This is an optimization exercise on Yosys and OpenROAD, whose aim is small area and a short achievable clock period, not a production implementation. In this exercise RTL edits were held to simulation tests only and were not proved equivalent to the original. No driver is modelled on the clock port, so clock power and skew are understated where the tree is cut down; a real chip needs a root buffer or a tree. Power is estimated from default activity; no workload was simulated.

Setup of run Y:
==> flow/design.v (excerpt) <==
module usart (
    input wire clk,
    input wire rst,
    input wire [7:0] tx_data_in,
    input wire tx_write_en,
    output wire tx_full,
    output wire tx_serial_out,
    input wire rx_serial_in,
    output wire [7:0] rx_data_out,
    input wire rx_read_en,
    output wire rx_empty
);
    reg [7:0] tmem [0:15];
    reg [3:0] twp, trp;
    reg       tf, te;           
    reg [3:0] tcnt;             
    reg [7:0] tsh;
    reg       tso;
    wire t_rd   = tcnt[3];                  
    wire t_load = (tcnt == 4'd7);
    wire t_wr   = tx_write_en & ~tf;
    wire [3:0] trp_m1 = trp - 4'd1;         
    always @(posedge clk)
        if (t_wr) tmem[twp] <= tx_data_in;
    always @(posedge clk or posedge rst) begin
        if (rst) begin
            twp <= 4'd0; trp <= 4'd0; tf <= 1'b0; te <= 1'b1;
            tcnt <= 4'd0; tsh <= 8'd0; tso <= 1'b0;
        end else begin
            if (t_wr) twp <= twp + 4'd1;
            if (t_rd) trp <= trp + 4'd1;
            if (t_wr & ~t_rd) begin
                tf <= (twp + 4'd1 == trp);
                te <= 1'b0;
            end else if (t_rd & ~t_wr) begin
                tf <= 1'b0;
                te <= (trp + 4'd1 == twp);
            end
            if (~te & (tcnt == 4'd0)) tcnt <= 4'd8;
            else if (tcnt != 4'd0) tcnt <= tcnt - 4'd1;
            tsh <= t_load ? tmem[trp_m1] : {tsh[6:0], 1'b0};
            tso <= tsh[7];
        end
    end
    assign tx_full = tf;
    assign tx_serial_out = tso;
    reg [7:0] rsh;
    reg [2:0] rbc;
    reg       rwe;
    reg [7:0] rmem [0:15];
    reg [3:0] rwp, rrp;
    reg       rf, re;
    reg [7:0] rdo;
    wire r_wr = rwe & ~rf;
    wire r_rd = rx_read_en & ~re;
    always @(posedge clk)
        rsh <= {rsh[6:0], rx_serial_in};
    always @(posedge clk)
        if (r_wr) rmem[rwp] <= rsh;
    always @(posedge clk or posedge rst) begin
        if (rst) begin
            rbc <= 3'd0; rwe <= 1'b0;
            rwp <= 4'd0; rrp <= 4'd0; rf <= 1'b0; re <= 1'b1;
            rdo <= 8'd0;
        end else begin
            rbc <= rbc + 3'd1;
            rwe <= (rbc == 3'd7);
            if (r_wr) rwp <= rwp + 4'd1;
            if (r_rd) begin
                rrp <= rrp + 4'd1;
                rdo <= rmem[rrp];
            end
            if (r_wr & ~r_rd) begin
  ...
Size in the first run: ~310 flip-flops, about 24 I/O pins, about 12000 µm² of cells after synthesis.
Settings: LEC_CHECK=0, ABC_CLOCK_PERIOD_IN_PS=1500, CAP_MARGIN=20, CORE_MARGIN=2, CORE_UTILIZATION=65, SETUP_SLACK_MARGIN=2.5, SLEW_MARGIN=20; clock period 4.0 ns.
run.sh (not shown) runs the stock make flow with config.mk's settings and CLKGATE_MAP_FILE= SYNTH_SCRIPT=/design/flow/synth_recipe.tcl, a recipe that flattens the netlist after the stock synthesis.
Input changes introduced in run D (baseline for comparison: run Y):
Settings: clearing ABC_CLOCK_PERIOD_IN_PS, which used to be 1500; clearing SETUP_SLACK_MARGIN, which used to be 2.5; swapping 65 for 40 in CORE_UTILIZATION.
[summary]
- Delta (run D minus run Y): multi-input combinational cell area lost 580 µm², fraction of registers with async set or reset after synthesis neither gained nor lost much, proportion of cell area spent on the clock network picked up an extra 1.9 points, total power lost about 9%.
- Against run Y, the final cell area of run D is lower.
- Last element of the critical path: tsh[2]$_DFF_PP0_ -> run Y, tsh[0]$_DFF_PP0_ -> run D
- In the final design statistics, run D uses more standard cells in total than run Y.
- Lower routed via count among run D and run Y: run D
- Between run D and run Y, clock group power is lower for run Y, run D comes in above that.
- Summary of the comparison: all-layer global routing usage is lower in run D, relative to run Y.
- In run D, starting density of the core is lower than in run Y.
- Floorplan check, run D vs run Y: die outline larger in run D

Another version of the RTL of usart (not shown whole).
Size: ~730 cells after synthesis, roughly 320 flip-flops, roughly 12000 um^2 of cells after synthesis.
clock: 4.0 ns
lec_check: 0
abc_clock_period_in_ps: 1500
cap_margin: 20
core_margin: 2
core_utilization: 67
cts_cluster_diameter: 100
cts_cluster_size: 24
setup_slack_margin: 2.45
slew_margin: 20
standard.sh (not shown) runs the stock make flow with config.mk's settings and CLKGATE_MAP_FILE= SYNTH_SCRIPT=/design/flow/synth_recipe.tcl, a recipe that flattens the netlist after the stock synthesis.
==> flow/flow/run.sh <==
#!/bin/bash
# The standard layout (standard.sh) with one change to clock tree synthesis:
# TritonCTS builds its tree (without dummy loads), then post_cts.tcl replaces
# the top of the tree (root buffer and first-level buffers) by four buffers
# that the clock port drives directly, each driving a quarter of the leaf
# buffers; then the timing repair that cts.tcl would have run (skipped there
# so that it sees the final tree).
set -euo pipefail
W=$(pwd)
bash standard.sh \
  SKIP_CTS_REPAIR_TIMING=1 \
  POST_CTS_TCL="$W/flow/post_cts.tcl" \
  "CTS_ARGS=-sink_clustering_enable -repair_clock_nets -sink_clustering_size 24 -sink_clustering_max_diameter 100 -dont_use_dummy_load" \
  finish > "$W/standard.log" 2>&1
Other scripts of this flow, unchanged in this note and not shown: flow/flow/clock_top.tcl, flow/flow/post_cts.tcl
Edit:
Settings changed: CORE_UTILIZATION 67 to 65, SETUP_SLACK_MARGIN 2.45 to 2.4.
What happened: Core utilization went down by 1.9 points; routed wire length drops by about 3%; worst setup slack is worse by 29 ps; register-to-register slack is worse by 80 ps; design area fell by 0.85%.
Edit:
Settings changed: CAP_MARGIN 20 to 0, SLEW_MARGIN 20 to 0.
Effect: Synthesized area is unchanged. Power stays the same. Maximum frequency is unchanged. Sequential cell count stays the same.
Edit:
Settings changed: ABC_AREA set to 1, ABC_CLOCK_PERIOD_IN_PS 1500 to unset, CAP_MARGIN 0 to 20, SLEW_MARGIN 0 to 20.
=> Worst hold slack hardly moves; power climbs by a few percent; combinational power is higher by well over a third; routed wire length grows by roughly a tenth; die area went up by a little under a tenth; cell count increases by well over a third; register-to-register slack gets better by 110 ps; design area climbs by a little under a tenth; worst setup slack gains 11 ps.
Edit:
Settings changed: ABC_AREA 1 to unset, ABC_CLOCK_PERIOD_IN_PS set to 2000.
=> The changed run passed the timing, DRC and antenna checks; fmax came out lower by 0.69%; wire length came out lower by 8.3%; design area came out lower by 6.8%; clock skew came out lower by 8.3 ps; synthesized cell count came out lower by 35%; global-route usage came out lower by 0.74 points; worst setup slack degrades by 11 ps; worst hold slack stays flat; total power came out lower by 2.4%; die area came out lower by 7.2%.
Edit:
Settings changed: ABC_CLOCK_PERIOD_IN_PS 2000 to 1500, CORE_UTILIZATION 65 to 70, SETUP_SLACK_MARGIN 2.4 to 2.35.
The changed run passed the timing, DRC and antenna checks.
Sequential power hardly moves.
Via count grows by 2.4%.
Worst setup slack loses 5.7 ps.

what the ideal ports hide:
Ports are ideal in the flow. The routed layouts listed here were re-timed in OpenROAD.
Step 1 (the two cells are an assumption about what drives the block):
set clk [get_ports {clk}]
set_driving_cell -lib_cell sky130_fd_sc_hd__clkbuf_16 $clk
set_driving_cell -lib_cell sky130_fd_sc_hd__buf_2 [delete_from_list [all_inputs] $clk]
Step 2 times the ports against the registers' clock, not the clock port: input delays grow and output delays shrink by t, the midpoint of the rising clock arrivals with the driver on.
a / b / c = ideal ports / drivers / drivers and shift; a / b = the first two.
| run | t (ns) | setup WS [ns] | hold slack, ns | worst register clock-pin slew, ns |
|---|---|---|---|---|
| run Y | 0.584 | 1.701 / 1.701 / 1.701 | 0.437 / 0.437 / 0.437 | 0.07 / 0.07 |
| run D | 0.559 | 0.950 / 0.950 / 0.950 | 0.431 / 0.431 / 0.431 | 0.06 / 0.06 |
| the first run of note 2 | 0.393 | 2.419 / 2.322 / 2.136 | 0.339 / 0.339 / 0.339 | 0.09 / 0.09 |
| the second run of note 2 | 0.388 | 2.390 / 2.329 / 2.128 | 0.352 / 0.352 / 0.352 | 0.09 / 0.09 |
| the third run of note 2 | 0.388 | 2.390 / 2.329 / 2.128 | 0.352 / 0.352 / 0.352 | 0.09 / 0.09 |
| the fourth run of note 2 | 0.396 | 2.401 / 2.308 / 2.081 | 0.354 / 0.354 / 0.354 | 0.09 / 0.09 |
| the fifth run of note 2 | 0.388 | 2.390 / 2.329 / 2.128 | 0.352 / 0.352 / 0.352 | 0.09 / 0.09 |
| the sixth run of note 2 | 0.387 | 2.384 / 2.291 / 2.167 | 0.358 / 0.358 / 0.358 | 0.10 / 0.10 |
After both steps every run listed still meets setup and hold. For the fourth run of note 2, which loses most, drivers alone change the setup slack by -0.093 ns; drivers and shift together by -0.320 ns.
